This is an optimization exercise on Yosys and OpenROAD, whose aim is small area, not a production implementation.
Where RTL was checked, it was by simulation tests only, not by an equivalence proof against the original.
No activity file was given, so power comes from the tool's default toggle rates.

// alu_6_bit
module alu_6_bit(
  input         CLK_I,
  input         RST_N_I,
  input  [5:0]  DATA_IN_1_I,
  input  [5:0]  DATA_IN_2_I,
  input  [5:0]  CONTROL_I,
  input         EN_I,
  output [11:0] DATA_OUT_O,
  output        DONE_O,
  output        BUSY_O
);
Size in the first run: about 380 cells after synthesis, about 35 I/O pins, about 2600 um2 of cells after synthesis.
==> module alu_6_bit, before the edit <==
module alu_6_bit(
  input         CLK_I,
  input         RST_N_I,
  input  [5:0]  DATA_IN_1_I,
  input  [5:0]  DATA_IN_2_I,
  input  [5:0]  CONTROL_I,
  input         EN_I,
  output [11:0] DATA_OUT_O,
  output        DONE_O,
  output        BUSY_O
);
reg  [2:0]  st_r;
reg         pre_en_r;
reg  [11:0] res_n;    
reg  [11:0] data_out_r;
wire [5:0] a = DATA_IN_1_I;
wire [5:0] b = DATA_IN_2_I;
wire [5:0] c = CONTROL_I;
wire idle  = ~st_r[2] | (st_r[1] & st_r[0]);
wire sel   = st_r[2] & ~st_r[1];
wire exec  = st_r[2] & st_r[1] & ~st_r[0];
wire start = idle & EN_I & ~pre_en_r;
wire valid = (c[5:4] == 2'b00) && (c[3:0] != 4'd0) && (c[3:0] <= 4'd12);
wire op_add = c[3:0] == 4'd1;
wire op_sub = c[3:0] == 4'd2;
wire op_mul = c[3:0] == 4'd3;
wire op_div = c[3:0] == 4'd4;
wire op_and = c[3:0] == 4'd5;
wire op_or  = c[3:0] == 4'd6;
wire op_not = c[3:0] == 4'd7;
wire op_xor = c[3:0] == 4'd8;
wire op_shl = c[3:0] == 4'd9;
wire op_shr = c[3:0] == 4'd10;
wire op_rr  = c[3:0] == 4'd11;
wire op_rl  = c[3:0] == 4'd12;
wire op_sh  = op_shl | op_shr | op_rr | op_rl;
wire [2:0] bm6 = b % 6'd6;
wire       left = op_shl | op_rl;
wire [2:0] ramt = op_sh & ~op_rr & ~op_rl & (b >= 6'd6) ? 3'd7 : (op_shl | op_shr) ? b[2:0] : bm6;
wire [2:0] damt = left ? ramt : ((ramt == 3'd0) ? 3'd0 : 3'd6 - ramt);
wire [5:0] onehot = (ramt == 3'd7) ? 6'd0 : (6'd1 << damt);
wire       op_as = op_add | op_sub;
wire       op_lg = op_and | op_or | op_xor;
wire       inj   = op_as | op_lg;
wire [5:0] m = op_sh ? onehot : inj ? 6'd1 : b;
wire [5:0] bx = b ^ {6{op_sub}};
wire       c0 = op_as & (op_sub ? (a[0] | ~b[0]) : (a[0] & b[0]));
wire [5:0] pp [0:5];
wire [5:0] s  [0:5];
wire [5:0] cc [0:5];
wire [11:0] p;
genvar i, j;
generate
  for (i = 0; i < 6; i = i + 1) begin : g_pp
    for (j = 0; j < 6; j = j + 1) begin : g_pj
      if (i == 1 && j < 5) begin : g_as
        assign pp[i][j] = (a[j] & m[i]) | (bx[j+1] & inj);
      end else if (i == 0 && j == 0) begin : g_b0
        assign pp[i][j] = (a[j] & m[i]) ^ (b[0] & inj);
      end else begin : g_mul
        assign pp[i][j] = a[j] & m[i];
      end
    end
  end
  assign s[0]  = pp[0];
  assign cc[0] = {5'd0, c0};
  for (i = 1; i < 6; i = i + 1) begin : g_row
    for (j = 0; j < 6; j = j + 1) begin : g_col
      wire x = pp[i][j];
      wire y = (j < 5) ? s[i-1][j+1] : 1'b0;
      wire z = cc[i-1][j];
      assign s[i][j]  = x ^ y ^ z;
      assign cc[i][j] = (x & y) | (z & (x ^ y));
    end
  end
  for (i = 0; i < 6; i = i + 1) begin : g_lo
    assign p[i] = s[i][0];
  end
endgenerate
wire [5:0] fc;
assign fc[0] = 1'b0;
generate
  for (j = 0; j < 5; j = j + 1) begin : g_fin
    wire x = s[5][j+1];
    wire z = cc[5][j];
    assign p[6+j]  = x ^ z ^ fc[j];
    assign fc[j+1] = (x & z) | (fc[j] & (x ^ z));
  end
endgenerate
assign p[11] = fc[5] ^ cc[5][5];
wire [5:0] q;
wire [5:0] bz;    
assign bz[0] = 1'b1;
generate
  for (i = 1; i < 6; i = i + 1) begin : g_bz
    assign bz[i] = bz[i-1] & ~b[6-i];
  end
endgenerate
wire [5:0] rm [0:6];
assign rm[6] = 6'd0;
generate
  for (i = 5; i >= 0; i = i - 1) begin : g_div
    localparam integer W = 6 - i;           
    wire [W-1:0] r = {rm[i+1][W-2 >= 0 ? W-2 : 0:0], a[i]};
    wire [W:0]   bw;                       
    wire [W-1:0] d;
    assign bw[0] = 1'b1;    
    for (j = 0; j < W; j = j + 1) begin : g_b
      assign d[j]    = r[j] ^ ~b[j] ^ bw[j];
      assign bw[j+1] = (r[j] & ~b[j]) | (bw[j] & (r[j] ^ ~b[j]));
    end
    assign q[i] = bz[W-1 < 5 ? 6 - W : 0] & bw[W];
    if (W < 6) begin : g_r
      wire [W-1:0] nr = r ^ ({W{q[i]}} & ~(b[W-1:0] ^ bw[W-1:0]));
      assign rm[i] = {{(6-W){1'b0}}, nr};
    end else begin : g_r0
      assign rm[i] = 6'd0;
    end
  end
endgenerate
wire ld = ~sel;
wire k_and = (op_and | op_or) & ld;
wire k_xor = (op_or | op_xor) & ld;
wire k_not = op_not & ld;
wire e_lo  = (op_mul | op_as | op_shl | op_rr | op_rl | (op_shr & (b == 6'd0))) & ld;
wire e_hi  = (op_shr | op_rr | op_rl) & ld;
wire e_div = op_div & ld;
wire e_mul = (op_mul | op_add) & ld;
wire e_up  = op_mul & ld;
wire fill  = k_not | (op_sub & ld & ~p[6]);
wire [5:0] xor_v = {s[1][4:0], p[0]};
wire [5:0] and_v = {cc[1][4:0], a[0] & b[0]};
wire [5:0] logic_r = (and_v & {6{k_and}}) | (xor_v & {6{k_xor}}) | (~a & {6{k_not}});
wire [11:0] alu;
wire [11:0] hold = ~res_n & {12{sel}};
assign alu[5:0]  = (p[5:0] & {6{e_lo}}) | (p[11:6] & {6{e_hi}}) |
                   (q & {6{e_div}}) | logic_r | hold[5:0];
assign alu[6]    = (p[6] & e_mul) | fill | hold[6];
assign alu[11:7] = (p[11:7] & {5{e_up}}) | {5{fill}} | hold[11:7];
always @(posedge CLK_I) begin
  pre_en_r <= RST_N_I & EN_I;
  res_n <= ~alu;
  if (~RST_N_I)
    st_r <= 3'b000;
  else if (start)
    st_r <= {2'b10, ~valid};
  else if (sel)
    st_r <= {2'b11, st_r[0]};
  else
    st_r <= 3'b001;
  data_out_r <= (~res_n & {12{RST_N_I & exec}}) | (data_out_r & {12{RST_N_I & (sel | start)}});
end
assign DATA_OUT_O = data_out_r;
assign BUSY_O     = st_r[2];
assign DONE_O     = ~st_r[2] & st_r[0];
endmodule
==> flow/config.mk <==
export PLATFORM = sky130hd
export DESIGN_NAME = alu_6_bit
export DESIGN_NICKNAME = alu_6_bit
export VERILOG_FILES = /design/flow/design.v
export SDC_FILE = /design/flow/constraint.sdc
export NUM_CORES = 4
export LEC_CHECK = 0
export ABC_AREA = 1
export CAP_MARGIN = 0
export CORE_MARGIN = 2
export CORE_UTILIZATION = 55
export GPL_TIMING_DRIVEN = 0
export SLEW_MARGIN = 0
==> flow/constraint.sdc <==
create_clock -name core_clock -period 10.0 [get_ports {CLK_I}]
set_input_delay 2.0000 -clock core_clock [delete_from_list [all_inputs] [get_ports {CLK_I}]]
set_output_delay 2.0000 -clock core_clock [all_outputs]
set_load 0.01 [all_outputs]
standard.sh (not shown) runs the stock make flow with config.mk's settings and CLKGATE_MAP_FILE= SYNTH_SCRIPT=/design/flow/synth_recipe.tcl, a recipe that flattens the netlist after the stock synthesis.
==> flow/flow/run.sh <==
#!/bin/bash
# Layout flow: the standard synthesis; then the combinational cells are
# re-mapped for area with yosys/abc in a few variants (registers keep their
# cells and names), the smallest variant is proven equivalent to the standard
# netlist and replaces it; then the standard layout from floorplan on,
# with plain buffers (buf_1) on the ports and a clock tree without dummy
# loads. Each tool's output goes to its own log file in this folder.
set -euo pipefail
here=$(pwd)
export BUFFER_PORTS_ARGS="-buffer_cell sky130_fd_sc_hd__buf_1"
export CTS_ARGS="-root_buf sky130_fd_sc_hd__clkbuf_8 -buf_list sky130_fd_sc_hd__clkbuf_8 -dont_use_dummy_load -repair_clock_nets"
bash standard.sh synth > log_synth.txt 2>&1

res=$(ls -d "$here"/orfs/results/*/alu_6_bit/base)
lib=$FLOW_HOME/platforms/$FLOW_PLATFORM/lib/sky130_fd_sc_hd__tt_025C_1v80.lib
cp "$res/1_2_yosys.v" "$here/std_1_2_yosys.v"
mkdir -p "$here/flip8"
python3 "$here/flow/mkmap.py" "$lib" "$here/comb_map.v" > log_mkmap.txt 2>&1
dontuse=$(sed -n '/DONT_USE_CELLS/,/^$/p' "$FLOW_HOME/platforms/$FLOW_PLATFORM/config.mk" | grep -o 'sky130_fd_sc_hd__[a-z0-9_]*' | sed 's/^/-dont_use /' | tr '\n' ' ')
fill() {  # fill TEMPLATE OUT VARIANT EXTRAMAP [ABC_SCRIPT]
  sed -e "s|{LIB}|$lib|g" -e "s|{NET}|$here/std_1_2_yosys.v|" -e "s|{TOP}|$FLOW_TOP|g" \
      -e "s|{MAP}|$here/comb_map.v|" -e "s|{EXTRAMAP}|$4|" -e "s|{SEQ}|$here/flow/cells_seq.v|" \
      -e "s|{DONTUSE}|$dontuse|" -e "s|{ABC}|$here/flow/${5:-resyn.abc}|" \
      -e "s|{STAT}|$here/resyn_$3_stat.txt|" -e "s|{OUT}|$here/resyn_$3.v|" "$1" > "$2"
}
fill "$here/flow/resyn.ys" "$here/resyn_keep.ys" keep ""
fill "$here/flow/resyn.ys" "$here/resyn_ha.ys" ha "-map $here/flow/cells_ha.v"
fill "$here/flow/resyn.ys" "$here/resyn_all.ys" all "-map $here/flow/cells_adders.v"
fill "$here/flow/resyn.ys" "$here/resyn_ha8.ys" ha8 "-map $here/flow/cells_ha.v" resyn_t8.abc
fill "$here/flow/resyn.ys" "$here/resyn_ha20.ys" ha20 "-map $here/flow/cells_ha.v" resyn_t20.abc
for v in keep ha all ha8 ha20; do
  ( yosys -s "$here/resyn_$v.ys" > "log_resyn_$v.txt" 2>&1 || rm -f "$here/resyn_$v.v" ) &
done
( python3 "$here/flow/flip.py" "$here/std_1_2_yosys.v" "$lib" "$here/comb_map.v" "$here/flow/cells_ha.v" \
    "$dontuse" "$here/flow" "$here/resyn_flip.v" "$here/resyn_flip_stat.txt" "$here" \
    > log_flip_run.txt 2>&1 || rm -f "$here/resyn_flip.v" ) &
( FLIP_ABC=resyn_t8.abc python3 "$here/flow/flip.py" "$here/std_1_2_yosys.v" "$lib" "$here/comb_map.v" "$here/flow/cells_ha.v" \
    "$dontuse" "$here/flow" "$here/resyn_flip8.v" "$here/resyn_flip8_stat.txt" "$here/flip8" \
    > log_flip8_run.txt 2>&1 || rm -f "$here/resyn_flip8.v" ) &
wait
best=""; best_area=""
for v in keep ha all ha8 ha20 flip flip8; do
  [[ -s "$here/resyn_$v.v" && -s "$here/resyn_${v}_stat.txt" ]] || continue
  a=$(grep 'Chip area' "$here/resyn_${v}_stat.txt" | awk '{print $NF}')
  echo "$v $a" >> log_choice.txt
  if [[ -z "$best" ]] || awk -v x="$a" -v y="$best_area" 'BEGIN{exit !(x<y)}'; then best=$v; best_area=$a; fi
done
if [[ -n "$best" ]]; then
  fill "$here/flow/equiv.ys" "$here/equiv_run.ys" "$best" ""
  if timeout 1200 yosys -s "$here/equiv_run.ys" > log_equiv.txt 2>&1; then
    cp "$here/resyn_$best.v" "$res/1_2_yosys.v"
    rm -f "$res/1_synth.odb" "$res/1_synth.sdc"
    echo "used $best ($best_area), proven equivalent" >> log_choice.txt
  else
    echo "$best not proven equivalent, keeping the standard netlist" >> log_choice.txt
  fi
else
  echo "re-mapping failed, keeping the standard netlist" >> log_choice.txt
fi
bash standard.sh > log_layout.txt 2>&1
Other scripts of this flow, unchanged in this note and not shown: flow/flow/cells_adders.v, flow/flow/cells_fa_flip.v, flow/flow/cells_fa_flip_bb.v, flow/flow/cells_ha.v, flow/flow/cells_seq.v, flow/flow/equiv.ys, flow/flow/fast.abc, flow/flow/flip.py, flow/flow/mkmap.py, flow/flow/resyn.abc, flow/flow/resyn.ys, flow/flow/resyn_t20.abc, flow/flow/resyn_t8.abc
Edit:
--- a/flow/design.v
+++ b/flow/design.v
@@ -8,13 +8,13 @@
   output [11:0] DATA_OUT_O,
   output        DONE_O,
   output        BUSY_O
 );
 reg  [2:0]  st_r;
 reg         pre_en_r;
-reg  [11:0] res_n;    
+reg  [11:0] res_r;
 reg  [11:0] data_out_r;
 wire [5:0] a = DATA_IN_1_I;
 wire [5:0] b = DATA_IN_2_I;
 wire [5:0] c = CONTROL_I;
 wire idle  = ~st_r[2] | (st_r[1] & st_r[0]);
 wire sel   = st_r[2] & ~st_r[1];
@@ -101,20 +101,20 @@
 generate
   for (i = 5; i >= 0; i = i - 1) begin : g_div
     localparam integer W = 6 - i;           
     wire [W-1:0] r = {rm[i+1][W-2 >= 0 ? W-2 : 0:0], a[i]};
     wire [W:0]   bw;                       
     wire [W-1:0] d;
-    assign bw[0] = 1'b1;    
+    assign bw[0] = 1'b0;
     for (j = 0; j < W; j = j + 1) begin : g_b
-      assign d[j]    = r[j] ^ ~b[j] ^ bw[j];
-      assign bw[j+1] = (r[j] & ~b[j]) | (bw[j] & (r[j] ^ ~b[j]));
+      assign d[j]    = r[j] ^ b[j] ^ bw[j];
+      assign bw[j+1] = (~r[j] & b[j]) | (bw[j] & ~(r[j] ^ b[j]));
     end
-    assign q[i] = bz[W-1 < 5 ? 6 - W : 0] & bw[W];
+    assign q[i] = bz[W-1 < 5 ? 6 - W : 0] & ~bw[W];
     if (W < 6) begin : g_r
-      wire [W-1:0] nr = r ^ ({W{q[i]}} & ~(b[W-1:0] ^ bw[W-1:0]));
+      wire [W-1:0] nr = r ^ ({W{q[i]}} & (b[W-1:0] ^ bw[W-1:0]));
       assign rm[i] = {{(6-W){1'b0}}, nr};
     end else begin : g_r0
       assign rm[i] = 6'd0;
     end
   end
 endgenerate
@@ -129,28 +129,28 @@
 wire e_up  = op_mul & ld;
 wire fill  = k_not | (op_sub & ld & ~p[6]);
 wire [5:0] xor_v = {s[1][4:0], p[0]};
 wire [5:0] and_v = {cc[1][4:0], a[0] & b[0]};
 wire [5:0] logic_r = (and_v & {6{k_and}}) | (xor_v & {6{k_xor}}) | (~a & {6{k_not}});
 wire [11:0] alu;
-wire [11:0] hold = ~res_n & {12{sel}};
+wire [11:0] hold = res_r & {12{sel}};
 assign alu[5:0]  = (p[5:0] & {6{e_lo}}) | (p[11:6] & {6{e_hi}}) |
                    (q & {6{e_div}}) | logic_r | hold[5:0];
 assign alu[6]    = (p[6] & e_mul) | fill | hold[6];
 assign alu[11:7] = (p[11:7] & {5{e_up}}) | {5{fill}} | hold[11:7];
 always @(posedge CLK_I) begin
   pre_en_r <= RST_N_I & EN_I;
-  res_n <= ~alu;
+  res_r <= alu;
   if (~RST_N_I)
     st_r <= 3'b000;
   else if (start)
     st_r <= {2'b10, ~valid};
   else if (sel)
     st_r <= {2'b11, st_r[0]};
   else
     st_r <= 3'b001;
-  data_out_r <= (~res_n & {12{RST_N_I & exec}}) | (data_out_r & {12{RST_N_I & (sel | start)}});
+  data_out_r <= (res_r & {12{RST_N_I & exec}}) | (data_out_r & {12{RST_N_I & (sel | start)}});
 end
 assign DATA_OUT_O = data_out_r;
 assign BUSY_O     = st_r[2];
 assign DONE_O     = ~st_r[2] & st_r[0];
 endmodule
Outcome: Core utilization goes up by 0.32 points. Synthesized cell count goes up by 0.79%. Register-to-register slack improved by 0.32 ns. Combinational power goes down by about 5%. Global-route usage goes down by 0.37 points. First-iteration DRC count goes up by 19%. Clock-buffer cell count stays the same. Via count goes up by 2.6%. Non-clock buffer count stays the same. Clock skew goes up by 0.016 ns. Setup slack improved by 0.50 ns. Total power goes down by 3.3%. Clock power goes up by 3.5%.
No functional check of the RTL was part of the first run of this note.

==> separate check: timing with driven ports <==
No port has a modelled driver above. Below, the same layouts with a new extraction and two added sets of constraints.
Step 1 sets driving cells, clkbuf_16 on the clock port and buf_2 on the other inputs (assumed; they add their load-dependent delay and slew).
Step 2, shift: input delay + t, output delay - t, t = (earliest + latest rising clock arrival at the registers) / 2. This alone moves slack from input paths to output paths.
Three values: ideal, step 1, step 2; two values: the first two.
| run | t (ns) | setup slack, ns | latest minus earliest clock arrival (ns) | cell pins on the clock port's net |
|---|---|---|---|---|
| the first run | 0.284 | 1.019 / 1.025 / 0.740 | 0.004 / 0.003 | 1 |
| the second run | 0.293 | 1.520 / 1.523 / 1.230 | 0.020 / 0.020 | 1 |
After both steps every run listed still meets setup and hold. The setup slack of the second run, which loses most, moves by +0.003 ns with the drivers and by -0.290 ns with both steps.
